This is an optimization exercise on Yosys and OpenROAD, whose aim is small area, not a production implementation. Only simulation tests tie the RTL to the original design; equivalence was not proved. No activity file was given, so power comes from the tool's default toggle rates.

$ cat design/flow/config.mk
export PLATFORM = sky130hd
export DESIGN_NAME = comp_cic
export DESIGN_NICKNAME = comp_cic
export VERILOG_FILES = /design/flow/design.v
export SDC_FILE = /design/flow/constraint.sdc
export NUM_CORES = 4
export LEC_CHECK = 0
export CAP_MARGIN = 20
export CORE_MARGIN = 2
export CORE_UTILIZATION = 40
export SLEW_MARGIN = 20
export SYNTH_MEMORY_MAX_BITS = 4096
$ cat design/flow/design.v
module comp_cic_mac (
  input  [8:0] t,
  input  [18:0] rin,
  output [18:0] rn
);
  wire s1;
  wire c2;
  assign s1 = rin[1] ^ t[0];
  assign c2 = rin[1] & t[0];
  wire s3;
  wire c4;
  assign s3 = rin[3] ^ t[1];
  assign c4 = rin[3] & t[1];
  wire s5;
  wire c6;
  assign s5 = rin[11] ^ t[0] ^ t[1];
  assign c6 = (rin[11] & t[0]) | (rin[11] & t[1]) | (t[0] & t[1]);
  wire s7;
  wire c8;
  assign s7 = t[2] ^ ~t[3] ^ t[4];
  assign c8 = (t[2] & ~t[3]) | (t[2] & t[4]) | (~t[3] & t[4]);
  wire s9;
  wire c10;
  assign s9 = rin[2] ^ t[5];
  assign c10 = rin[2] & t[5];
  wire s11;
  wire c12;
  assign s11 = ~t[3] ^ ~t[4] ^ ~t[6];
  assign c12 = (~t[3] & ~t[4]) | (~t[3] & ~t[6]) | (~t[4] & ~t[6]);
  wire s13;
  wire c14;
  assign s13 = ~t[7] ^ 1'b1;
  assign c14 = ~t[7] & 1'b1;
  wire s15;
  wire c16;
  assign s15 = rin[4] ^ ~t[2] ^ t[5];
  assign c16 = (rin[4] & ~t[2]) | (rin[4] & t[5]) | (~t[2] & t[5]);
  wire s17;
  wire c18;
  assign s17 = ~t[8] ^ 1'b1 ^ c4;
  assign c18 = (~t[8] & 1'b1) | (~t[8] & c4) | (1'b1 & c4);
  wire s19;
  wire c20;
  assign s19 = rin[5] ^ ~t[0] ^ t[3];
  assign c20 = (rin[5] & ~t[0]) | (rin[5] & t[3]) | (~t[0] & t[3]);
  wire s21;
  wire c22;
  assign s21 = ~t[7] ^ 1'b1;
  assign c22 = ~t[7] & 1'b1;
  wire s23;
  wire c24;
  assign s23 = rin[6] ^ ~t[8];
  assign c24 = rin[6] & ~t[8];
  wire s25;
  wire c26;
  assign s25 = rin[7] ^ t[1] ^ ~t[3];
  assign c26 = (rin[7] & t[1]) | (rin[7] & ~t[3]) | (t[1] & ~t[3]);
  wire s27;
  wire c28;
  assign s27 = ~t[4] ^ t[7];
  assign c28 = ~t[4] & t[7];
  wire s29;
  wire c30;
  assign s29 = rin[8] ^ ~t[2] ^ ~t[5];
  assign c30 = (rin[8] & ~t[2]) | (rin[8] & ~t[5]) | (~t[2] & ~t[5]);
  wire s31;
  wire c32;
  assign s31 = t[6] ^ 1'b1;
  assign c32 = t[6] & 1'b1;
  wire s33;
  wire c34;
  assign s33 = rin[9] ^ ~t[0] ^ ~t[1];
  assign c34 = (rin[9] & ~t[0]) | (rin[9] & ~t[1]) | (~t[0] & ~t[1]);
  wire s35;
  wire c36;
  assign s35 = ~t[4] ^ 1'b1;
  assign c36 = ~t[4] & 1'b1;
  wire s37;
  wire c38;
  assign s37 = rin[10] ^ ~t[3];
  assign c38 = rin[10] & ~t[3];
  wire s39;
  wire c40;
  assign s39 = ~t[2] ^ ~t[4] ^ t[6];
  assign c40 = (~t[2] & ~t[4]) | (~t[2] & t[6]) | (~t[4] & t[6]);
  wire s41;
  wire c42;
  assign s41 = ~t[8] ^ 1'b1;
  assign c42 = ~t[8] & 1'b1;
  wire s43;
  wire c44;
  assign s43 = rin[12] ^ t[3] ^ t[7];
  assign c44 = (rin[12] & t[3]) | (rin[12] & t[7]) | (t[3] & t[7]);
  wire s45;
  wire c46;
  assign s45 = t[7] ^ 1'b1;
  assign c46 = t[7] & 1'b1;
  wire s47;
  wire c48;
  assign s47 = t[8] ^ c2 ^ s9;
  assign c48 = (t[8] & c2) | (t[8] & s9) | (c2 & s9);
  wire s49;
  wire c50;
  assign s49 = s3 ^ s11 ^ s13;
  assign c50 = (s3 & s11) | (s3 & s13) | (s11 & s13);
  wire s51;
  wire c52;
  assign s51 = s15 ^ s17 ^ c12;
  assign c52 = (s15 & s17) | (s15 & c12) | (s17 & c12);
  wire s53;
  wire c54;
  assign s53 = s19 ^ s21 ^ c16;
  assign c54 = (s19 & s21) | (s19 & c16) | (s21 & c16);
  wire s55;
  wire c56;
  assign s55 = 1'b1 ^ s23 ^ c20;
  assign c56 = (1'b1 & s23) | (1'b1 & c20) | (s23 & c20);
  wire s57;
  wire c58;
  assign s57 = 1'b1 ^ s25 ^ s27;
  assign c58 = (1'b1 & s25) | (1'b1 & s27) | (s25 & s27);
  wire s59;
  wire c60;
  assign s59 = s29 ^ s31 ^ c26;
  assign c60 = (s29 & s31) | (s29 & c26) | (s31 & c26);
  wire s61;
  wire c62;
  assign s61 = s33 ^ s35 ^ c30;
  assign c62 = (s33 & s35) | (s33 & c30) | (s35 & c30);
  wire s63;
  wire c64;
  assign s63 = 1'b1 ^ s37 ^ c34;
  assign c64 = (1'b1 & s37) | (1'b1 & c34) | (s37 & c34);
  wire s65;
  wire c66;
  assign s65 = s5 ^ s39 ^ s41;
  assign c66 = (s5 & s39) | (s5 & s41) | (s39 & s41);
  wire s67;
  wire c68;
  assign s67 = c6 ^ s43 ^ c40;
  assign c68 = (c6 & s43) | (c6 & c40) | (s43 & c40);
  wire s69;
  wire c70;
  assign s69 = rin[13] ^ t[6] ^ t[8];
  assign c70 = (rin[13] & t[6]) | (rin[13] & t[8]) | (t[6] & t[8]);
  wire s71;
  wire c72;
  assign s71 = s1 ^ s7;
  assign c72 = s1 & s7;
  wire s73;
  wire c74;
  assign s73 = c8 ^ s47 ^ c46;
  assign c74 = (c8 & s47) | (c8 & c46) | (s47 & c46);
  wire s75;
  wire c76;
  assign s75 = c10 ^ s49 ^ c48;
  assign c76 = (c10 & s49) | (c10 & c48) | (s49 & c48);
  wire s77;
  wire c78;
  assign s77 = c14 ^ s51 ^ c50;
  assign c78 = (c14 & s51) | (c14 & c50) | (s51 & c50);
  wire s79;
  wire c80;
  assign s79 = c18 ^ s53 ^ c52;
  assign c80 = (c18 & s53) | (c18 & c52) | (s53 & c52);
  wire s81;
  wire c82;
  assign s81 = c22 ^ s55 ^ c54;
  assign c82 = (c22 & s55) | (c22 & c54) | (s55 & c54);
  wire s83;
  wire c84;
  assign s83 = c24 ^ s57 ^ c56;
  assign c84 = (c24 & s57) | (c24 & c56) | (s57 & c56);
  wire s85;
  wire c86;
  assign s85 = c28 ^ s59 ^ c58;
  assign c86 = (c28 & s59) | (c28 & c58) | (s59 & c58);
  wire s87;
  wire c88;
  assign s87 = c32 ^ s61 ^ c60;
  assign c88 = (c32 & s61) | (c32 & c60) | (s61 & c60);
  wire s89;
  wire c90;
  assign s89 = c36 ^ s63 ^ c62;
  assign c90 = (c36 & s63) | (c36 & c62) | (s63 & c62);
  wire s91;
  wire c92;
  assign s91 = c38 ^ s65 ^ c64;
  assign c92 = (c38 & s65) | (c38 & c64) | (s65 & c64);
  wire s93;
  wire c94;
  assign s93 = c42 ^ s67 ^ c66;
  assign c94 = (c42 & s67) | (c42 & c66) | (s67 & c66);
  wire s95;
  wire c96;
  assign s95 = c44 ^ s69 ^ c68;
  assign c96 = (c44 & s69) | (c44 & c68) | (s69 & c68);
  wire s97;
  wire c98;
  assign s97 = rin[14] ^ t[7] ^ c70;
  assign c98 = (rin[14] & t[7]) | (rin[14] & c70) | (t[7] & c70);
  wire s99;
  wire c100;
  assign s99 = rin[15] ^ 1'b1;
  assign c100 = rin[15] & 1'b1;
  wire s101;
  wire c102;
  assign s101 = rin[16] ^ ~t[7] ^ ~t[8];
  assign c102 = (rin[16] & ~t[7]) | (rin[16] & ~t[8]) | (~t[7] & ~t[8]);
  wire s103;
  wire c104;
  assign s103 = rin[18] ^ t[8];
  assign c104 = rin[18] & t[8];
  wire s105;
  wire c106;
  assign s105 = rin[18] ^ 1'b1;
  assign c106 = rin[18] & 1'b1;
  wire s107;
  wire c108;
  assign s107 = s45 ^ s71;
  assign c108 = s45 & s71;
  wire s109;
  wire c110;
  assign s109 = s73 ^ c72 ^ c108;
  assign c110 = (s73 & c72) | (s73 & c108) | (c72 & c108);
  wire s111;
  wire c112;
  assign s111 = s75 ^ c74 ^ c110;
  assign c112 = (s75 & c74) | (s75 & c110) | (c74 & c110);
  wire s113;
  wire c114;
  assign s113 = s77 ^ c76 ^ c112;
  assign c114 = (s77 & c76) | (s77 & c112) | (c76 & c112);
  wire s115;
  wire c116;
  assign s115 = s79 ^ c78 ^ c114;
  assign c116 = (s79 & c78) | (s79 & c114) | (c78 & c114);
  wire s117;
  wire c118;
  assign s117 = s81 ^ c80 ^ c116;
  assign c118 = (s81 & c80) | (s81 & c116) | (c80 & c116);
  wire s119;
  wire c120;
  assign s119 = s83 ^ c82 ^ c118;
  assign c120 = (s83 & c82) | (s83 & c118) | (c82 & c118);
  wire s121;
  wire c122;
  assign s121 = s85 ^ c84 ^ c120;
  assign c122 = (s85 & c84) | (s85 & c120) | (c84 & c120);
  wire s123;
  wire c124;
  assign s123 = s87 ^ c86 ^ c122;
  assign c124 = (s87 & c86) | (s87 & c122) | (c86 & c122);
  wire s125;
  wire c126;
  assign s125 = s89 ^ c88 ^ c124;
  assign c126 = (s89 & c88) | (s89 & c124) | (c88 & c124);
  wire s127;
  wire c128;
  assign s127 = s91 ^ c90 ^ c126;
  assign c128 = (s91 & c90) | (s91 & c126) | (c90 & c126);
  wire s129;
  wire c130;
  assign s129 = s93 ^ c92 ^ c128;
  assign c130 = (s93 & c92) | (s93 & c128) | (c92 & c128);
  wire s131;
  wire c132;
  assign s131 = s95 ^ c94 ^ c130;
  assign c132 = (s95 & c94) | (s95 & c130) | (c94 & c130);
  wire s133;
  wire c134;
  assign s133 = s97 ^ c96 ^ c132;
  assign c134 = (s97 & c96) | (s97 & c132) | (c96 & c132);
  wire s135;
  wire c136;
  assign s135 = s99 ^ c98 ^ c134;
  assign c136 = (s99 & c98) | (s99 & c134) | (c98 & c134);
  wire s137;
  wire c138;
  assign s137 = s101 ^ c100 ^ c136;
  assign c138 = (s101 & c100) | (s101 & c136) | (c100 & c136);
  wire s139;
  wire c140;
  assign s139 = rin[17] ^ c102 ^ c138;
  assign c140 = (rin[17] & c102) | (rin[17] & c138) | (c102 & c138);
  wire s141;
  wire c142;
  assign s141 = 1'b1 ^ s103 ^ c140;
  assign c142 = (1'b1 & s103) | (1'b1 & c140) | (s103 & c140);
  wire s143;
  wire c144;
  assign s143 = s105 ^ c104 ^ c142;
  assign c144 = (s105 & c104) | (s105 & c142) | (c104 & c142);
  assign rn[0] = s107;
  assign rn[1] = s109;
  assign rn[2] = s111;
  assign rn[3] = s113;
  assign rn[4] = s115;
  assign rn[5] = s117;
  assign rn[6] = s119;
  assign rn[7] = s121;
  assign rn[8] = s123;
  assign rn[9] = s125;
  assign rn[10] = s127;
  assign rn[11] = s129;
  assign rn[12] = s131;
  assign rn[13] = s133;
  assign rn[14] = s135;
  assign rn[15] = s137;
  assign rn[16] = s139;
  assign rn[17] = s141;
  assign rn[18] = s143;
endmodule
module comp_cic
#(  parameter Win=16,
    parameter Wcoef = 18,
    parameter Wout = 18,
    parameter Num_coef=17)
(input  signed [Win-1:0] id_data_filter,
 input ic_val_data,
 input ic_rst,
 input  clk,
 output signed [Wout-1:0] od_data_filter,
 output oc_val_data);
logic [1:0] ph;           
logic [1:0] qc;           
logic run, tail, pend, vld;
logic [4:0] cnt;          
logic [15:0] xin;         
logic [255:0] ring;       
logic [8:0] cr;           
logic [18:0] acc;
wire start = (ic_val_data | pend) & (ph == 2'd3);
wire l15   = run & (qc == 2'd3) & (ph == 2'd3);
wire first = run & (qc == 2'd0) & (ph == 2'd0);
wire inbit = xin[{qc, ph}];
logic [16:0] tap;
always_comb begin
    tap[0] = inbit & run;
    for (int w = 1; w <= 16; w++)
        tap[w] = ring[(w-1)*16 + qc*4] & run & (cnt >= w);
end
logic [8:0] t, crn;
always_comb begin
    for (int k = 0; k <= 8; k++) begin
        logic a, b, c;
        a = tap[k];
        b = (k < 8) ? tap[16-k] : 1'b0;
        c = cr[k];
        t[k] = a ^ b ^ c;
        if (l15) crn[k] = (a ~^ b) ? ~a : c;    
        else     crn[k] = (a & b) | (a & c) | (b & c);
    end
end
logic [18:0] rin, rn;
assign rin = first ? 19'd46524 : acc;
comp_cic_mac tree (.t(t), .rin(rin), .rn(rn));
always_ff @(posedge clk) begin
    cr  <= crn;
    acc <= rn;
    if (ic_val_data) xin <= id_data_filter;
    for (int w = 1; w <= 16; w++)
        for (int q = 0; q < 4; q++) begin
            ring[(w-1)*16 + q*4 +: 3] <= ring[(w-1)*16 + q*4 + 1 +: 3];
            if (run && qc == q)
                ring[(w-1)*16 + q*4 + 3] <= (w == 1) ? inbit : ring[(w-2)*16 + q*4];
            else
                ring[(w-1)*16 + q*4 + 3] <= ring[(w-1)*16 + q*4];
        end
end
always_ff @(posedge clk) begin
    if (ic_rst) begin
        ph <= 2'd0; qc <= 2'd0;
        run <= 1'b0; tail <= 1'b0; pend <= 1'b0; vld <= 1'b0;
        cnt <= 5'd0;
    end else begin
        ph   <= ph + 2'd1;
        tail <= l15;
        vld  <= tail;
        if (start) begin
            run <= 1'b1; pend <= 1'b0;
        end else if (ic_val_data)
            pend <= 1'b1;
        if (run && ph == 2'd3) begin
            qc <= qc + 2'd1;
            if (qc == 2'd3) begin
                run <= 1'b0;
                if (!cnt[4]) cnt <= cnt + 5'd1;
            end
        end
    end
end
assign od_data_filter = acc[17:0];
assign oc_val_data = vld;
endmodule
$ cat design/flow/constraint.sdc
create_clock -name core_clock -period 10.0 [get_ports {clk}]
set_input_delay 2.0000 -clock core_clock [delete_from_list [all_inputs] [get_ports {clk}]]
set_output_delay 2.0000 -clock core_clock [all_outputs]
set_load 0.01 [all_outputs]
$ cat design/flow/run.sh
#!/bin/bash
# synth_recipe.tcl (not shown) runs the flow's synth.tcl, then flattens the netlist and writes it again
# the make line also repeats each setting of config.mk as NAME=value (left out here)
make -C /OpenROAD-flow-scripts/flow DESIGN_CONFIG=/design/flow/config.mk WORK_HOME=/design/flow/orfs CLKGATE_MAP_FILE= SYNTH_SCRIPT=/design/flow/synth_recipe.tcl finish
==> reports/results.ini, run 1 <==
[routing]
vias=5009
drc=0
ant_nets=0
dr.pass1.iters=4
vias_per_cell=4.38
drt_iter0_drc=163
wl_per_cell_um=15.3
wl_mm=17.5

[synthesis]
synth_seq_cells=313
synth_top_area_share_pct=55.0
synthCells=743
syn_area_sq_um=10500
async_reset_ff_share_pct=0
synthTopCellsByArea=dfxtp_1, fa_1, edfxtp_1
synth-edff-count=25
yosys_most_used_dff=dfxtp_1
avgSynthCellArea_sq_um=14.1
ys_types=45
yosysWarnings=1
synthesis.nets=847
yosysTopAreaCell=dfxtp_1
seq_area_frac_synth_pct=62.2

[layout]
register_area_sq_um=6520
fillers=2287
final_layout_size_suffix_gt1_share_pct=11.6
area_growth_pct=15.9
layout.cells.most_common=dfxtp_1
fin_nets=891
multi_input_area_sq_um=3480
layout_common_cells=dfxtp_1, inv_1, mux2_1
diodes=0
final_area_sq_um=12100

[sta]
fin_crit_sh_pct=96.0
tns_ns=0
period_minus_slack_ns=9.60
drv_slew=0
setup_viol=0
holdWs_ns=0.304
finalClockSkew_ns=0.0353
slew_headroom_pct=49.4
worst_pin_slew_ns=0.756
hold_violations=0
max_freq_mhz=104

[status]
outcome=timing/DRC/antenna clean

[placed_design]
gp_congestion=0.808
place_hpwl_mm=12.3
port_buffers=37
dpl_cell_area_sq_um=11100

[die]
io_pins=38
design.core.area_sq_um=25900
core.rowCount=59
dieWidth_um=166
start_util_pct=40.4
die_y_um=166
die-area_sq_um=27500

[power]
p_leak_nw=5.19
powerDensity_nw_per_um2=248
vdd_ir_drop_max_v=0.000184

[global_route]
grt_start_max_net_pins=20
grt_pass1_vias=5207
grt_use_met3_pct=2.26
grt_use_total_pct=12.9
use_met2_pct=20.4
grt_overflow=0
grt_use_met1_pct=18.4
grt_antenna_before_repair=0
grt.busiest_layer=met2
grt_first_pass_wirelength_mm=28.3

[worst_setup_path]
slowest_delay_ns=0.56
path_class=flip-flop to flip-flop
cp_data_arrival_time_ns=10.01
rr_worst_depth=30
critPathBufInv=7
crit_path_end=acc[17]
path_delay_family=adder cells
cp_num_cells=30
cp-end-kind=flip-flop
r2r_start=qc[0]
crit_path_top_delay_cell=fa_1
cp_max_fo=8
crit_start=qc[0]
critPathLaunchType=flip-flop
reg2reg_to=acc[17]
crit_required_ns=10.41
critPathMostFrequentCell=fa_1
r2r_setup_slack_ns=0.40

[clock_network]
clkLatencyLatePin_ns=0.56
cts-root-buf=clkbuf_16
cts_tree=yes
numCtsBuffers=30
htreeDepth=1
clk_path_buf_depth=3
clkTransAtPathRegs_ns=0.06
clock-sinks=313

[job]
maxCapViolCount=0

[worst_hold_path]
hold_class=flip-flop to flip-flop

==> cell type report <==
class,count,share of cell area (%)
clock buffer,41,6.93
clock inverter,12,1.15
inverter,63,1.97
multi-input combinational,326,28.6
sequential,313,53.7
tap,335,3.45
timing repair buffer,53,4.17
==> flip-flops by register name, summed over array words and instances (netlist names), 2 cells and up <==
register,cells
acc,19
xin,16
ring,256
cnt,5
qc,2
cr,9
ph,2
==> routing by layer <==
| layer | routed length [um] | part of all wire [%] | vias up |
|---|---|---|---|
| li1 | - | - | 2497 |
| met1 | 8860 | 50 | 2417 |
| met2 | 7770 | 44 | 69 |
| met3 | 544 | 3.1 | 26 |
| met4 | 369 | 2.1 | 0 |
| met5 | 0 | 0 | - |
==> kinds of logic (layout without fill, tap and decap cells) <==
family          after synthesis  count (layout)  share of synthesized area, %
buf+inv                     104             169                          4.69
flops                       313             313                          62.2
xor+xnor                     12              12                          1.00
fa+ha+maj                    87              87                          14.1
simple gates                104             104                          4.74
compound gates               40              40                          2.64
mux                          83              83                          10.7
==> where the power goes <==
part | total [W] | leakage (nW) | switching (W) | internal, W
Clock | 0.00110 | 0.489 | 0.000460 | 0.000642
Combinational | 0.000551 | 2.11 | 0.000274 | 0.000277
Sequential | 0.00136 | 2.60 | 0.0000292 | 0.00134
==> worst min-delay path by stage <==
stage,from,slack [ns],depth (start not counted),end
6_report,ring[14],0.30,0,ring[13]
5_1_grt,ring[79],0.32,0,ring[78]
3_5_place_dp,ring[110],0.31,0,ring[109]
3_3_place_gp,ring[3],0.31,0,ring[2]
4_1_cts,ring[14],0.30,0,ring[13]
2_1_floorplan,ring[1],0.31,0,ring[0]
==> cell usage after synthesis (2+ instances only) <==
cell,n
a21oi_1,9
a221oi_2,2
a31oi_1,4
and2_1,4
and3_1,9
and3b_1,2
buf_2,7
buf_4,18
buf_6,3
clkbuf_1,13
dfxtp_1,288
edfxtp_1,25
fa_1,52
ha_1,33
inv_1,62
maj3_1,2
mux2_1,58
mux2_2,2
mux2i_1,6
mux4_2,17
nand2_1,38
nand3_1,2
nor2_1,25
nor2b_1,10
nor3_1,3
o211a_1,3
o21a_1,2
o21ai_0,4
o21ai_1,7
o21ai_2,2
or2_1,7
xnor2_1,8
xor2_1,4
==> per-stage QoR <==
stage               setup slack (ns)  util, %  power (W)  cells
floorplan                      0.454        -    0.00181    743
global placement               0.329     42.9    0.00195   1089
detailed placement             0.248     42.9    0.00195   1089
CTS                            0.174     46.7    0.00307   1142
global route                -0.00430     46.9    0.00321   1143
finish                         0.400     46.9    0.00302   1143
==> repair_timing <==
action,CTS,global route
resized for setup,0,10
setup buffers,0,1
endpoints found under the hold margin,0,0
hold buffers,0,0
setup endpoints to repair,0,2
==> run 2: changes to the inputs <==
--- a/design/flow/config.mk
+++ b/design/flow/config.mk
@@ -5,6 +5,7 @@
 export SDC_FILE = /design/flow/constraint.sdc
 export NUM_CORES = 4
 export LEC_CHECK = 0
+export ABC_AREA = 1
 export CAP_MARGIN = 20
 export CORE_MARGIN = 2
 export CORE_UTILIZATION = 40
==> run 2 against run 1 <==
  * Critical path depth unchanged
  * Utilization rose by 0.15 points
  * Critical endpoint unchanged
  * Critical path type unchanged
  * Cell area is 1.2% higher
  * Highest routed layer unchanged
==> reports/results.ini, run 2 <==
[synthesis]
muxShareOfSynthArea_pct=0  ; was 10.7%
synth_seq_cells=313  ; unchanged
synthTopCellsByArea=dfxtp_1, fa_1, nand2_1  ; was dfxtp_1, fa_1, edfxtp_1
synth-edff-count=25  ; unchanged
yosysWarnings=1  ; unchanged
netlist_top_cells_count=dfxtp_1, nand2_1, inv_1  ; was dfxtp_1, inv_1, mux2_1
synth_xor_area_share_pct=0.491  ; was 1.00%
synth_compound_area_share_pct=6.24  ; was 2.64%
yosysTopAreaCell=dfxtp_1  ; unchanged
synth_most_common_cell=dfxtp_1  ; unchanged
async_reset_ff_share_pct=0  ; unchanged
syn_area_sq_um=10700  ; was 10500 sq um
synthesis.nets=1113  ; was 847
avgSynthCellArea_sq_um=10.6  ; was 14.1 sq um
synth-simple-area-share_pct=10.7  ; was 4.74%
synth_top_area_share_pct=53.9  ; was 55.0%
synthAdderAreaFrac_pct=13.6  ; was 14.1%
yosys_most_used_dff=dfxtp_1  ; unchanged
synth_top_family_by_area=adder cells  ; unchanged
synthCells=1009  ; was 743
ys_types=32  ; was 45
seq_area_frac_synth_pct=60.9  ; was 62.2%

[die]
core.rowCount=59  ; unchanged
start_util_pct=40.9  ; was 40.4%
design.core.area_sq_um=26100  ; was 25900 sq um
dieWidth_um=168  ; was 166 um
die_y_um=168  ; was 166 um
die-area_sq_um=28100  ; was 27500 sq um
io_pins=38  ; unchanged

[worst_setup_path]
path_class=flip-flop to flip-flop  ; unchanged
critPathBufInv=7  ; unchanged
path_delay_family=adder cells  ; unchanged
cp_max_fo=44  ; was 8
critPathLaunchType=flip-flop  ; unchanged
cp-end-kind=flip-flop  ; unchanged
crit_required_ns=10.42  ; was 10.41 ns
slowest_delay_ns=0.58  ; was 0.56 ns
r2r_start=qc[0]  ; unchanged
crit_path_top_delay_cell=fa_1  ; unchanged
critPathMostFrequentCell=fa_1  ; unchanged
crit_start=qc[0]  ; unchanged
cp_data_arrival_time_ns=9.97  ; was 10.01 ns

[global_route]
grt_overflow=0  ; unchanged
grt_start_max_net_pins=45  ; was 20
grt_antenna_before_repair=0  ; unchanged
grt_use_total_pct=14.3  ; was 12.9%
grt_pass1_vias=5979  ; was 5207
grt_first_pass_wirelength_mm=31.9  ; was 28.3 mm

[layout]
largestRegisters=ring: 256 flops, acc: 19 flops, xin: 16 flops  ; unchanged
fillers=2421  ; was 2287
top_register=ring  ; unchanged
fin_util_pct=47.0  ; was 46.9%
fin_nets=1144  ; was 891
layout.cells.most_common=dfxtp_1  ; unchanged
layout_common_cells=dfxtp_1, nand2_1, inv_1  ; was dfxtp_1, inv_1, mux2_1
diodes=0  ; unchanged
area_growth_pct=14.9  ; was 15.9%
largest_reg_flops=256  ; unchanged
final_layout_size_suffix_gt1_share_pct=7.72  ; was 11.6%

[sta]
setup_viol=0  ; unchanged
fin_crit_sh_pct=95.5  ; was 96.0%
grt_setup_unrepaired=no
hold_violations=0  ; unchanged
max_freq_mhz=105  ; was 104 MHz
worst_pin_slew_ns=0.759  ; was 0.756 ns
slew_headroom_pct=49.3  ; was 49.4%
finalClockSkew_ns=0.0174  ; was 0.0353 ns
period_minus_slack_ns=9.55  ; was 9.60 ns
drv_slew=0  ; unchanged
tns_ns=0  ; unchanged

[routing]
drc=0  ; unchanged
drt_iter0_drc=390  ; was 163
ant_nets=0  ; unchanged
wl_mm=19.4  ; was 17.5 mm
vias_per_cell=4.41  ; was 4.38
wl_per_cell_um=13.9  ; was 15.3 um
dr.pass1.iters=15  ; was 4
vias=6156  ; was 5009

[clock_network]
numCtsBuffers=29  ; was 30
clkLatencyLatePin_ns=0.55  ; was 0.56 ns
clk_path_buf_depth=3  ; unchanged
clkTransAtPathRegs_ns=0.06  ; about the same
clock-sinks=313  ; unchanged
postCtsSetupRepairBufs=0  ; unchanged
htreeDepth=1  ; unchanged
cts_hold_buf=0  ; unchanged
cts_tree=yes  ; unchanged
cts-root-buf=clkbuf_16  ; unchanged

[worst_hold_path]
hold_class=flip-flop to flip-flop  ; unchanged
hold_path.startpoint=ring[38]  ; was ring[14]

[placed_design]
place_hpwl_mm=14.1  ; was 12.3 mm
gp_congestion=0.827  ; was 0.808
port_buffers=37  ; unchanged

[job]
maxCapViolCount=0  ; unchanged

[power]
powerDensity_nw_per_um2=256  ; was 248 nW/um^2
p_leak_nw=5.48  ; was 5.19 nW
vdd_ir_drop_max_v=0.000153  ; was 0.000184 V

[status]
outcome=timing/DRC/antenna clean  ; unchanged

-- run 2: cell count changes after synthesis, sizes merged, moves of 17 or more --
cell,previous run,this run
mux4,17,0
mux2,60,0
nand3,2,24
a21oi,9,42
nand2,38,228
inv,63,149
o21ai,13,82
-- run 2: kinds of logic (layout without fill, tap and decap cells) --
family	after synthesis	in the layout
DFF	313	313
and+or+nand+nor	280	280
buffers and inverters	195	248
AOI/OAI and AO/OA	130	130
adders and majority gates	85	85
xor gates and xnor gates	6	6
-- run 2: through the flow --
stage | power (W) | area (sq um) | hold WS [ns] | std cells | worst slack [ns]
after floorplan | 0.00189 | 10700 | 0.310 | 1009 | 0.736
after global placement | 0.00203 | 11300 | 0.310 | 1344 | 0.423
after detailed placement | 0.00205 | 11300 | 0.312 | 1344 | 0.326
after CTS | 0.00319 | 12300 | 0.324 | 1397 | 0.313
after global routing | 0.00335 | 12300 | 0.327 | 1397 | 0.00790
final | 0.00314 | 12300 | 0.317 | 1397 | 0.448
-- run 2: worst paths after layout --
path,end,slack [ns],cells after the start
worst max-delay path,acc[17],0.45,30
worst min-delay path,ring[37],0.32,0
worst max register to register,acc[17],0.45,30
worst min register to register,ring[37],0.32,0
-- run 2: where the power goes --
| part | internal [W] | total, W | switching [W] |
|---|---|---|---|
| clock network | 0.000680 | 0.00114 | 0.000460 |
| logic | 0.000278 | 0.000581 | 0.000303 |
| registers | 0.00138 | 0.00142 | 0.0000431 |
-- run 2: final cells by class --
type                    instances  area [sq um]  share of cell area (%)
multi-input cells             501          3320                    27.0
well taps                     335           419                    3.41
inverters                     149           567                    4.61
clock buffers                  40           858                    6.99
repair buffers                 46           442                    3.59
clock inverters                13           161                    1.31
flip-flops and latches        313          6520                    53.1
-- run 2: what timing repair did --
action | CTS | global route
endpoints found under the setup margin | 0 | 2
resized for setup | 0 | 8
endpoints found under the hold margin | 0 | 0
-- run 2: metal layers --
| layer | global-route usage, % | vias up | wire, um |
|---|---|---|---|
| met2 | 22.2 | 98 | 8450 |
| li1 | - | 3162 | - |
| met4 | 5.60 | 0 | 670 |
| met1 | 20.1 | 2848 | 9560 |
| met3 | 2.46 | 48 | 722 |
| met5 | 0 | - | 0 |
==> run 3: changes to the inputs <==
--- a/design/flow/design.v
+++ b/design/flow/design.v
@@ -338,7 +338,7 @@
 always_comb begin
     tap[0] = inbit & run;
     for (int w = 1; w <= 16; w++)
-        tap[w] = ring[(w-1)*16 + qc*4] & run & (cnt >= w);
+        tap[w] = ring[(w-1)*16] & run & (cnt >= w);
 end
 logic [8:0] t, crn;
 always_comb begin
@@ -362,10 +362,12 @@
     for (int w = 1; w <= 16; w++)
         for (int q = 0; q < 4; q++) begin
             ring[(w-1)*16 + q*4 +: 3] <= ring[(w-1)*16 + q*4 + 1 +: 3];
-            if (run && qc == q)
-                ring[(w-1)*16 + q*4 + 3] <= (w == 1) ? inbit : ring[(w-2)*16 + q*4];
-            else
+            if (!run)
                 ring[(w-1)*16 + q*4 + 3] <= ring[(w-1)*16 + q*4];
+            else if (q < 3)
+                ring[(w-1)*16 + q*4 + 3] <= ring[(w-1)*16 + q*4 + 4];
+            else
+                ring[(w-1)*16 + q*4 + 3] <= (w == 1) ? inbit : ring[(w-2)*16];
         end
 end
 always_ff @(posedge clk) begin
--- a/design/flow/config.mk
+++ b/design/flow/config.mk
@@ -5,7 +5,6 @@
 export SDC_FILE = /design/flow/constraint.sdc
 export NUM_CORES = 4
 export LEC_CHECK = 0
-export ABC_AREA = 1
 export CAP_MARGIN = 20
 export CORE_MARGIN = 2
 export CORE_UTILIZATION = 40
==> run 3 against run 2 <==
  * Largest power group unchanged
  * Power rose by 7.4%
  * Synthesized area fell by 6.4%
  * Routed wire length fell by 25%
  * Sequential share of layout area rose by 2.5 points
  * First-iteration DRC count fell by 38%
  * Die area fell by 6.3%
  * Via count fell by 23%
  * Non-clock buffer count rose by 5
  * Highest routed layer unchanged
==> reports/results.ini, run 3 <==
[clock_network]
cts_tree=yes  ; unchanged
clock-sinks=313  ; unchanged
clk_path_buf_depth=3  ; unchanged
cts-root-buf=clkbuf_16  ; unchanged
cts_hold_buf=0  ; unchanged
clkLatencyLatePin_ns=0.55  ; about the same
clkTransAtPathRegs_ns=0.06  ; about the same
numCtsBuffers=30  ; was 29
htreeDepth=1  ; unchanged

[routing]
vias_per_cell=4.19  ; was 4.41
drc=0  ; unchanged
ant_nets=0  ; unchanged
vias=4722  ; was 6156
drt_iter0_drc=243  ; was 390
dr.pass1.iters=4  ; was 15
wl_mm=14.6  ; was 19.4 mm
wl_per_cell_um=12.9  ; was 13.9 um

[power]
powerDensity_nw_per_um2=288  ; was 256 nW/um^2
p_leak_nw=4.94  ; was 5.48 nW
p_total_w=0.00338  ; was 0.00314 W
vdd_ir_drop_max_v=0.000151  ; was 0.000153 V

[die]
io_pins=38  ; unchanged
die-area_sq_um=26300  ; was 28100 sq um
die_y_um=162  ; was 168 um
dieWidth_um=162  ; was 168 um
start_util_pct=40.9  ; about the same
design.core.area_sq_um=24500  ; was 26100 sq um
core.rowCount=57  ; was 59

[worst_setup_path]
crit_path_top_delay_cell=fa_2  ; was fa_1
cp-end-kind=flip-flop  ; unchanged
rr_worst_depth=31  ; was 30
reg2reg_to=acc[17]  ; unchanged
r2r_setup_slack_ns=0.48  ; was 0.45 ns
path_class=flip-flop to flip-flop  ; unchanged
cp_max_fo=3  ; was 44
r2r_start=ph[0]  ; was qc[0]
critPathMostFrequentCell=fa_1  ; unchanged
crit_required_ns=10.42  ; about the same
critPathLaunchType=flip-flop  ; unchanged
slowest_delay_ns=0.59  ; was 0.58 ns
cp_data_arrival_time_ns=9.94  ; was 9.97 ns

[sta]
layout_setup_ws_ns=0.478  ; was 0.448 ns
max_freq_mhz=105  ; about the same
slew_headroom_pct=49.7  ; was 49.3%
period_minus_slack_ns=9.52  ; was 9.55 ns
drv_slew=0  ; unchanged
fin_crit_sh_pct=95.2  ; was 95.5%
tns_ns=0  ; unchanged
setup_viol=0  ; unchanged
grt_setup_unrepaired=no  ; unchanged
hold_violations=0  ; unchanged
worst_pin_slew_ns=0.752  ; was 0.759 ns
finalClockSkew_ns=0.0126  ; was 0.0174 ns

[synthesis]
yosys_most_used_dff=dfxtp_1  ; unchanged
avgSynthCellArea_sq_um=13.6  ; was 10.6 sq um
synthCells=738  ; was 1009
ys_types=39  ; was 32
synth_most_common_cell=dfxtp_1  ; unchanged
synth-edff-count=25  ; unchanged
syn_area_sq_um=10000  ; was 10700 sq um
synthesis.nets=840  ; was 1113
synthTopCellsByArea=dfxtp_1, fa_1, edfxtp_1  ; was dfxtp_1, fa_1, nand2_1
seq_area_frac_synth_pct=65.1  ; was 60.9%
synth_seq_cells=313  ; unchanged
async_reset_ff_share_pct=0  ; unchanged
yosysTopAreaCell=dfxtp_1  ; unchanged
netlist_top_cells_count=dfxtp_1, inv_1, fa_1  ; was dfxtp_1, nand2_1, inv_1
yosysWarnings=1  ; unchanged
synth_top_area_share_pct=57.6  ; was 53.9%

[layout]
layout.cells.most_common=dfxtp_1  ; unchanged
final_area_sq_um=11700  ; was 12300 sq um
finalNonFillerCells=1127  ; was 1397
top_register=ring  ; unchanged
fin_nets=883  ; was 1144
largest_reg_flops=256  ; unchanged
final_layout_size_suffix_gt1_share_pct=16.3  ; was 7.72%
diodes=0  ; unchanged
area_growth_pct=17.2  ; was 14.9%
fillers=2140  ; was 2421
layout_common_cells=dfxtp_1, inv_1, mux2_2  ; was dfxtp_1, nand2_1, inv_1
largestRegisters=ring: 256 flops, acc: 19 flops, xin: 16 flops  ; unchanged

[worst_hold_path]
hold_class=flip-flop to flip-flop  ; unchanged
hold_path.startpoint=ring[218]  ; was ring[38]
min_to=ring[217]  ; was ring[37]
holdPathStages=0  ; unchanged

[global_route]
grt_first_pass_wirelength_mm=24.7  ; was 31.9 mm
grt_use_total_pct=11.7  ; was 14.3%
grt_overflow=0  ; unchanged
grt_start_max_net_pins=28  ; was 45
grt_antenna_before_repair=0  ; unchanged
grt_pass1_vias=4858  ; was 5979

[placed_design]
dp_cells=1072  ; was 1344
dp_slack_ns=0.276  ; was 0.326 ns
dpl_cell_area_sq_um=10600  ; was 11300 sq um
gp_congestion=0.762  ; was 0.827
port_buffers=37  ; unchanged
place_hpwl_mm=9.84  ; was 14.1 mm

[status]
outcome=timing/DRC/antenna clean  ; unchanged

[job]
maxCapViolCount=0  ; unchanged

## run 3: cell types whose count changed after synthesis, sizes merged, moves of 6 or more
cell	delta
a21oi	-23
and2	+8
buf	-12
clkbuf	+6
inv	-71
mux2	+52
nand2	-185
nand2b	+9
nand3	-18
o21ai	-55
xnor2	+6
## run 3: power by group
part           switching [W]  internal (W)  total (W)  leakage (nW)
Combinational       0.000285      0.000304   0.000589          1.78
Clock               0.000461      0.000707    0.00117         0.519
Sequential         0.0000816       0.00154    0.00162          2.64
## run 3: area by class of cell
cell class,count,area (sq um),area share (%)
sequential,313,6520,55.6
clock inverter,15,190,1.62
timing repair buffer,51,475,4.05
tap,324,405,3.46
clock buffer,39,857,7.31
multi-input combinational,307,2990,25.5
inverter,78,293,2.50
## run 3: worst max-delay path, delay by kind of cell, from the launching register on
| kind | cells | cell delay, ns |
|---|---|---|
| flops | 1 | 0.37 |
| compound gates | 2 | 0.30 |
| simple gates | 1 | 0.20 |
| fa+ha+maj | 21 | 7.64 |
| mux | 1 | 0.52 |
| buf+inv | 6 | 0.37 |
## run 3: per-layer routing
metal	global-route usage, %	share of wire (%)	wire [um]	vias up
li1	-	-	-	2414
met1	16.3	50	7340	2187
met3	2.66	4.6	669	34
met2	18.1	42	6180	87
met4	4.02	2.5	370	0
met5	0	0	0	-
## run 3: worst max-delay path by stage
| stage | start | endpoint | slack (ns) | depth (start not counted) |
|---|---|---|---|---|
| 5_1_grt | ph[0] | acc[17] | 0.04 | 31 |
| 2_1_floorplan | cnt[1] | acc[17] | 0.47 | 31 |
| 3_3_place_gp | ph[1] | acc[17] | 0.39 | 31 |
| 3_5_place_dp | ph[1] | acc[17] | 0.28 | 31 |
| 6_report | ph[0] | acc[17] | 0.48 | 31 |
| 4_1_cts | ph[1] | acc[17] | 0.26 | 31 |
## run 3: per-stage QoR
step,utilization [%],hold slack [ns]
2_1_floorplan,-,0.310
3_3_place_gp,43.5,0.310
3_5_place_dp,43.5,0.312
4_1_cts,47.8,0.321
5_1_grt,47.9,0.324
6_report,47.9,0.317
## run 3: logic make-up (layout without fill, tap and decap cells)
family / after synthesis / in the layout / synth area share [%]
muxes: 55 / 55 / 6.44
buffers and inverters: 118 / 183 / 5.25
AOI/OAI and AO/OA: 54 / 54 / 2.95
and+or+nand+nor: 101 / 101 / 4.68
xor gates and xnor gates: 12 / 12 / 1.05
DFF: 313 / 313 / 65.1
adders and majority gates: 85 / 85 / 14.5
## run 3: timing repair
action / in CTS / in global routing
buffers inserted: 0 / 1
endpoints found under the setup margin: 0 / 2
resized for setup: 0 / 9
==> run 4: changes to the inputs <==
==> design/flow/flow/run.sh (new file) <==
#!/bin/bash
# The standard layout (standard.sh), with the clock tree built from
# clkbuf_4 cells and no dummy loads, and buf_1 cells as the port buffers.
set -euo pipefail
export CTS_ARGS="-sink_clustering_enable -repair_clock_nets -dont_use_dummy_load -buf_list sky130_fd_sc_hd__clkbuf_8 -sink_clustering_size 20 -sink_clustering_max_diameter 100"
export BUFFER_PORTS_ARGS="-buffer_cell sky130_fd_sc_hd__buf_1"
bash standard.sh > standard_flow.log 2>&1
==> design/flow/standard.sh (new file) <==
#!/bin/bash
# synth_recipe.tcl (not shown) runs the flow's synth.tcl, then flattens the netlist and writes it again
# the make line also repeats each setting of config.mk as NAME=value (left out here)
make -C /OpenROAD-flow-scripts/flow DESIGN_CONFIG=/design/flow/config.mk WORK_HOME=/design/flow/orfs CLKGATE_MAP_FILE= SYNTH_SCRIPT=/design/flow/synth_recipe.tcl "${@:-finish}"
removed: design/flow/run.sh
==> run 4 against run 3 <==
  * Still clean on timing, DRC and antenna
  * Utilization fell by 4.0 points
  * Worst hold slack got worse by 0.039 ns
  * Cell area decreased by 8.4%
  * Non-clock buffer count grew 4
  * Via count is 2.0% lower
  * Maximum frequency shrank 1.1%
  * Largest cell class unchanged
  * Highest routed layer unchanged
==> reports/results.ini, run 4 <==
[synthesis]
yosysWarnings=1  ; unchanged
yosys_most_used_dff=dfxtp_1  ; unchanged
synth_most_common_cell=dfxtp_1  ; unchanged
synthesis.nets=840  ; unchanged
synthTopCellsByArea=dfxtp_1, fa_1, edfxtp_1  ; unchanged
avgSynthCellArea_sq_um=13.6  ; unchanged
ys_types=39  ; unchanged
synth_top_area_share_pct=57.6  ; unchanged
async_reset_ff_share_pct=0  ; unchanged
synthCells=738  ; unchanged
synth_seq_cells=313  ; unchanged
seq_area_frac_synth_pct=65.1  ; unchanged
synth-edff-count=25  ; unchanged
netlist_top_cells_count=dfxtp_1, inv_1, fa_1  ; unchanged
yosysTopAreaCell=dfxtp_1  ; unchanged
syn_area_sq_um=10000  ; unchanged

[placed_design]
dpl_cell_area_sq_um=10400  ; was 10600 sq um
place_hpwl_mm=9.77  ; was 9.84 mm
gp_congestion=0.784  ; was 0.762
port_buffers=37  ; unchanged

[routing]
drt_iter0_drc=207  ; was 243
vias_per_cell=4.22  ; was 4.19
vias=4626  ; was 4722
wl_mm=13.9  ; was 14.6 mm
dr.pass1.iters=4  ; unchanged
ant_nets=0  ; unchanged
wl_per_cell_um=12.7  ; was 12.9 um
drc=0  ; unchanged

[die]
start_util_pct=40.9  ; unchanged
design.core.area_sq_um=24500  ; unchanged
die-area_sq_um=26300  ; unchanged
io_pins=38  ; unchanged
core.rowCount=57  ; unchanged
die_y_um=162  ; unchanged
dieWidth_um=162  ; unchanged

[worst_setup_path]
r2r_setup_slack_ns=0.37  ; was 0.48 ns
rr_worst_depth=31  ; unchanged
cp_data_arrival_time_ns=10.01  ; was 9.94 ns
cp-end-kind=flip-flop  ; unchanged
r2r_start=ph[0]  ; unchanged
reg2reg_to=acc[17]  ; unchanged
slowest_delay_ns=0.58  ; was 0.59 ns
path_class=flip-flop to flip-flop  ; unchanged
cp_max_fo=3  ; unchanged
critPathLaunchType=flip-flop  ; unchanged
crit_path_top_delay_cell=fa_2  ; unchanged
critPathMostFrequentCell=fa_1  ; unchanged
crit_required_ns=10.38  ; was 10.42 ns

[status]
outcome=timing/DRC/antenna clean  ; unchanged

[layout]
final_layout_size_suffix_gt1_share_pct=13.1  ; was 16.3%
register_area_sq_um=6530  ; was 6520 sq um
multi_input_area_sq_um=2970  ; was 2990 sq um
largestRegisters=ring: 256 flops, acc: 19 flops, xin: 16 flops  ; unchanged
fillers=2242  ; was 2140
largest_reg_flops=256  ; unchanged
fin_nets=877  ; was 883
layout_common_cells=dfxtp_1, inv_1, mux2_2  ; unchanged
final_area_sq_um=10700  ; was 11700 sq um
area_growth_pct=7.41  ; was 17.2%
diodes=0  ; unchanged
layout.cells.most_common=dfxtp_1  ; unchanged
top_register=ring  ; unchanged

[global_route]
grt_start_max_net_pins=23  ; was 28
grt_antenna_before_repair=0  ; unchanged
grt_use_total_pct=11.2  ; was 11.7%
grt_pass1_vias=4597  ; was 4858
grt_overflow=0  ; unchanged
grt_first_pass_wirelength_mm=23.6  ; was 24.7 mm

[sta]
hold_violations=0  ; unchanged
max_freq_mhz=104  ; was 105 MHz
finalClockSkew_ns=0.0612  ; was 0.0126 ns
period_minus_slack_ns=9.63  ; was 9.52 ns
grt_setup_unrepaired=no  ; unchanged
worst_pin_slew_ns=0.867  ; was 0.752 ns
drv_slew=0  ; unchanged
fin_crit_sh_pct=96.3  ; was 95.2%
slew_headroom_pct=42.2  ; was 49.7%
setup_viol=0  ; unchanged
tns_ns=0  ; unchanged

[clock_network]
numCtsBuffers=20  ; was 30
clk_path_buf_depth=3  ; unchanged
htreeDepth=1  ; unchanged
cts-root-buf=clkbuf_8  ; was clkbuf_16
clkLatencyLatePin_ns=0.53  ; was 0.55 ns
clock-sinks=313  ; unchanged
clkTransAtPathRegs_ns=0.11  ; was 0.06 ns
cts_tree=yes  ; unchanged
cts_hold_buf=0  ; unchanged

[worst_hold_path]
holdPathStages=0  ; unchanged
hold_path.startpoint=ring[90]  ; was ring[218]
hold_class=flip-flop to flip-flop  ; unchanged
min_to=ring[89]  ; was ring[217]

[power]
vdd_ir_drop_max_v=0.000159  ; was 0.000151 V
p_leak_nw=4.48  ; was 4.94 nW
powerDensity_nw_per_um2=249  ; was 288 nW/um^2

[job]
maxCapViolCount=0  ; unchanged

## run 4: changes by cell type in the layout (fill, tap and decap cells not counted), sizes merged
cell           delta
buf              +41
clkdlybuf4s50    -37
clkinv            -7
inv               -2
clkbuf           -19
bufinv            -4
clkinvlp          -2
## run 4: layout make-up
cell class | instances | share of cell area [%]
clock buffers | 20 | 2.56
multi-input cells | 307 | 27.6
inverters | 78 | 2.73
flip-flops and latches | 313 | 60.8
well taps | 324 | 3.77
repair buffers | 55 | 2.55
## run 4: report_power, final
| group | internal [W] | total, W | switching (W) |
|---|---|---|---|
| sequential | 0.00153 | 0.00162 | 0.0000806 |
| clock | 0.000181 | 0.000529 | 0.000348 |
| combinational | 0.000250 | 0.000532 | 0.000282 |
| total | 0.00197 | 0.00268 | 0.000710 |
## run 4: timing repair
action,4_1_cts,5_1_grt
gates resized for setup,0,8
setup endpoints to repair,0,2
setup buffers,0,1
## run 4: kinds of logic (layout without fill, tap and decap cells)
logic type	Yosys count	after routing	synth area share (%)
flip-flops	313	313	65.1
buffers and inverters	118	153	5.25
AND/OR/NAND/NOR	101	101	4.68
adder cells (fa/ha/maj)	85	85	14.5
multiplexers	55	55	6.44
AO/OA/AOI/OAI	54	54	2.95
XOR/XNOR	12	12	1.05
## run 4: critical path: cells and delay by family (launching register included)
kind	cells	cell delay (ns)
simple gates	1	0.21
flops	1	0.38
mux	1	0.50
compound gates	2	0.29
buf+inv	6	0.37
fa+ha+maj	21	7.72
## run 4: per-layer routing
layer  share of wire [%]  track usage [%]  up-vias
li1                    -                -     2369
met3                 3.0             1.94       28
met2                  42             17.1       58
met4                 2.9             4.06        0
met1                  52             16.2     2171
met5                   0                0        -
## run 4: worst max-delay path by stage
stage / start / cells after the start / to / slack (ns)
after floorplan: cnt[1] / 31 / acc[17] / 0.47
after global placement: ph[0] / 31 / acc[17] / 0.41
after detailed placement: ph[0] / 31 / acc[17] / 0.32
after CTS: ph[0] / 31 / acc[17] / 0.24
after global routing: ph[0] / 31 / acc[17] / 0.001
final: ph[0] / 31 / acc[17] / 0.37
## run 4: metrics by stage
step	hold WS (ns)	instances	total power (W)	utilization, %	setup slack, ns
after floorplan	0.310	738	0.00208	-	0.466
after global placement	0.310	1076	0.00218	42.7	0.406
after detailed placement	0.312	1076	0.00219	42.7	0.318
after CTS	0.281	1096	0.00273	43.8	0.241
after global routing	0.281	1097	0.00290	43.9	0.00133
final	0.278	1097	0.00268	43.9	0.374
==> run 5: changes to the inputs <==
==> design/flow/flow/run.sh (replaced) <==
#!/bin/bash
# The standard layout (standard.sh), with the clock tree built from
# clkbuf_4 cells and no dummy loads, and buf_1 cells as the port buffers.
set -euo pipefail
export CTS_ARGS="-sink_clustering_enable -repair_clock_nets -dont_use_dummy_load -buf_list sky130_fd_sc_hd__clkbuf_4"
export BUFFER_PORTS_ARGS="-buffer_cell sky130_fd_sc_hd__buf_1"
bash standard.sh > standard_flow.log 2>&1
==> run 5 against run 4 <==
  * Sequential power hardly changed
  * First-iteration DRC count is 8.7% lower
  * Via count is 6.4% higher
  * Worst hold slack worse by 0.022 ns
  * Global-route usage is 0.74 points higher
  * Power is 8.8% higher
  * Clock skew is 0.022 ns higher
  * Cell count is 5.3% higher
  * Register-to-register slack better by 0.03 ns
  * Combinational power hardly changed
  * Sequential share of layout area is 1.7 points lower
  * Sequential cell count stayed put
==> reports/results.ini, run 5 <==
[synthesis]
synth_xor_area_share_pct=1.05  ; unchanged
synth-simple-area-share_pct=4.68  ; unchanged
synth-edff-count=25  ; unchanged
synth_seq_cells=313  ; unchanged
muxShareOfSynthArea_pct=6.44  ; unchanged
ys_types=39  ; unchanged
syn_area_sq_um=10000  ; unchanged
synthTopCellsByArea=dfxtp_1, fa_1, edfxtp_1  ; unchanged
synthCells=738  ; unchanged
synthAdderAreaFrac_pct=14.5  ; unchanged
seq_area_frac_synth_pct=65.1  ; unchanged
async_reset_ff_share_pct=0  ; unchanged
netlist_top_cells_count=dfxtp_1, inv_1, fa_1  ; unchanged
yosysWarnings=1  ; unchanged
yosysTopAreaCell=dfxtp_1  ; unchanged
synthesis.nets=840  ; unchanged
synth_compound_area_share_pct=2.95  ; unchanged
synth_top_family_by_area=adder cells  ; unchanged
synth_most_common_cell=dfxtp_1  ; unchanged
synth_top_area_share_pct=57.6  ; unchanged
avgSynthCellArea_sq_um=13.6  ; unchanged
yosys_most_used_dff=dfxtp_1  ; unchanged

[power]
p_total_w=0.00291  ; was 0.00268 W
p_leak_nw=4.69  ; was 4.48 nW
powerDensity_nw_per_um2=264  ; was 249 nW/um^2
vdd_ir_drop_max_v=0.000139  ; was 0.000159 V

[worst_setup_path]
path_class=flip-flop to flip-flop  ; unchanged
cp-end-kind=flip-flop  ; unchanged
critPathLaunchType=flip-flop  ; unchanged
cp_max_fo=3  ; unchanged
crit_path_top_delay_cell=fa_2  ; unchanged
crit_required_ns=10.51  ; was 10.38 ns
critPathBufInv=6  ; unchanged
slowest_delay_ns=0.58  ; about the same
path_delay_family=adder cells  ; unchanged
critPathMostFrequentCell=fa_1  ; unchanged
cp_data_arrival_time_ns=10.10  ; was 10.01 ns

[clock_network]
htreeDepth=3  ; was 1
clock-sinks=313  ; unchanged
numCtsBuffers=78  ; was 20
postCtsSetupRepairBufs=0  ; unchanged
cts_hold_buf=0  ; unchanged
clkLatencyLatePin_ns=0.67  ; was 0.53 ns
cts_tree=yes  ; unchanged
clk_path_buf_depth=3  ; unchanged
clkTransAtPathRegs_ns=0.06  ; was 0.11 ns
cts-root-buf=clkbuf_4  ; was clkbuf_8

[global_route]
grt_use_met3_pct=3.93  ; was 1.94%
use_met2_pct=17.3  ; was 17.1%
grt_use_met1_pct=15.7  ; was 16.2%
grt_antenna_before_repair=1  ; was 0
grt_overflow=0  ; unchanged
grt_first_pass_wirelength_mm=24.6  ; was 23.6 mm
grt_pass1_vias=5102  ; was 4597
grt_start_max_net_pins=23  ; unchanged
grt.busiest_layer=met2  ; unchanged
grt_use_total_pct=12.0  ; was 11.2%

[placed_design]
gp_congestion=0.784  ; unchanged
port_buffers=37  ; unchanged
place_hpwl_mm=9.77  ; unchanged
dp_cells=1076  ; unchanged

[sta]
worst_pin_slew_ns=0.851  ; was 0.867 ns
holdWs_ns=0.256  ; was 0.278 ns
finalClockSkew_ns=0.0831  ; was 0.0612 ns
max_freq_mhz=104  ; about the same
drv_slew=0  ; unchanged
setup_viol=0  ; unchanged
slew_headroom_pct=43.3  ; was 42.2%
hold_violations=0  ; unchanged
fin_crit_sh_pct=95.9  ; was 96.3%
tns_ns=0  ; unchanged
period_minus_slack_ns=9.59  ; was 9.63 ns

[routing]
dr.pass1.iters=4  ; unchanged
drt_iter0_drc=189  ; was 207
wl_per_cell_um=12.5  ; was 12.7 um
vias=4920  ; was 4626
vias_per_cell=4.26  ; was 4.22
drc=0  ; unchanged
wl_mm=14.5  ; was 13.9 mm
ant_nets=0  ; unchanged

[die]
start_util_pct=40.9  ; unchanged
core.rowCount=57  ; unchanged
design.core.area_sq_um=24500  ; unchanged
die_y_um=162  ; unchanged
io_pins=38  ; unchanged
die-area_sq_um=26300  ; unchanged
dieWidth_um=162  ; unchanged

[layout]
layout.cells.most_common=dfxtp_1  ; unchanged
top_register=ring  ; unchanged
area_growth_pct=10.4  ; was 7.41%
final_layout_size_suffix_gt1_share_pct=18.7  ; was 13.1%
register_area_sq_um=6520  ; was 6530 sq um
finalNonFillerCells=1155  ; was 1097
fillers=2240  ; was 2242
fin_nets=934  ; was 877
layout_common_cells=dfxtp_1, inv_1, clkbuf_4  ; was dfxtp_1, inv_1, mux2_2
largestRegisters=ring: 256 flops, acc: 19 flops, xin: 16 flops  ; unchanged
multi_input_area_sq_um=2970  ; about the same
largest_reg_flops=256  ; unchanged

[worst_hold_path]
hold_class=flip-flop to flip-flop  ; unchanged

[status]
outcome=timing/DRC/antenna clean  ; unchanged

[job]
maxCapViolCount=0  ; unchanged

## run 5: final cells by class
type	instances	share of cell area, %
multi-input cells	307	26.9
flip-flops and latches	313	59.1
clock buffers	78	5.30
repair buffers	54	2.41
inverters	78	2.65
well taps	324	3.67
diodes	1	0.0227
## run 5: cells by family (layout without fill, tap and decap cells)
| family | after synthesis | in the layout |
|---|---|---|
| compound gates | 54 | 54 |
| fa+ha+maj | 85 | 85 |
| xor+xnor | 12 | 12 |
| simple gates | 101 | 101 |
| other cells | 0 | 1 |
| buf+inv | 118 | 210 |
| mux | 55 | 55 |
| flops | 313 | 313 |
## run 5: worst reg2reg max path, delay by kind of cell, from the launching register on
family | cells | cell delay, ns
adder cells (fa/ha/maj) | 21 | 7.72
multiplexers | 1 | 0.47
flip-flops | 1 | 0.37
buffers and inverters | 6 | 0.37
AO/OA/AOI/OAI | 2 | 0.29
AND/OR/NAND/NOR | 1 | 0.21
## run 5: through the flow
| step | utilization [%] | worst slack, ns | cell area [sq um] |
|---|---|---|---|
| 3_3_place_gp | 42.7 | 0.406 | 10400 |
| 5_1_grt | 45.1 | -0.00379 | 11000 |
| 2_1_floorplan | - | 0.466 | 10000 |
| 3_5_place_dp | 42.7 | 0.318 | 10400 |
| 6_report | 45.1 | 0.408 | 11000 |
| 4_1_cts | 45.1 | 0.266 | 11000 |
## run 5: where the power goes
part / internal [W] / switching [W] / leakage (nW)
registers: 0.00154 / 0.0000804 / 2.64
clock network: 0.000354 / 0.000407 / 0.359
logic: 0.000251 / 0.000282 / 1.69
## run 5: worst paths after layout
| path | depth (start not counted) | to | slack (ns) | startpoint |
|---|---|---|---|---|
| worst max register to register | 31 | acc[17] | 0.41 | xin[13] |
| worst max-delay path | 31 | acc[17] | 0.41 | xin[13] |
| worst min register to register | 0 | ring[53] | 0.26 | ring[54] |
| worst min-delay path | 0 | ring[53] | 0.26 | ring[54] |
## run 5: per-layer routing
metal,wire length [um],up-vias
met5,0,-
met4,401,0
met3,715,35
met2,6180,96
met1,7180,2287
li1,-,2502
## run 5: timing repair
action                     4_1_cts  5_1_grt
setup endpoints to repair        0        2
hold endpoints to repair         0        0
gates resized for setup          0        4

## port drivers added, routing unchanged
How much do the figures lean on ideal ports? The routed layouts below were timed once more, with nothing changed but the port constraints.
Step 1 (the two cells are an assumption about what drives the block):
set clk [get_ports {clk}]
set_driving_cell -lib_cell sky130_fd_sc_hd__clkbuf_16 $clk
set_driving_cell -lib_cell sky130_fd_sc_hd__buf_2 [delete_from_list [all_inputs] $clk]
Step 2, shift: input delay + t, output delay - t, t = (earliest + latest rising clock arrival at the registers) / 2. This alone moves slack from input paths to output paths.
Slacks: ideal ports / drivers / drivers and shift; pairs: ideal ports / drivers.
run | shift t [ns] | slack for setup (ns) | hold slack, ns | worst slew at a driven data input, ns
run 1 | 0.597 | 0.400 / 0.400 / 0.400 | 0.304 / 0.304 / 0.304 | 0.03
run 2 | 0.587 | 0.448 / 0.448 / 0.448 | 0.317 / 0.317 / 0.317 | 0.04
run 3 | 0.585 | 0.478 / 0.478 / 0.478 | 0.317 / 0.317 / 0.317 | 0.04
run 4 | 0.543 | 0.374 / 0.374 / 0.374 | 0.278 / 0.278 / 0.278 | 0.03
run 5 | 0.664 | 0.408 / 0.408 / 0.408 | 0.256 / 0.256 / 0.256 | 0.03
After both steps every run listed still meets setup and hold.
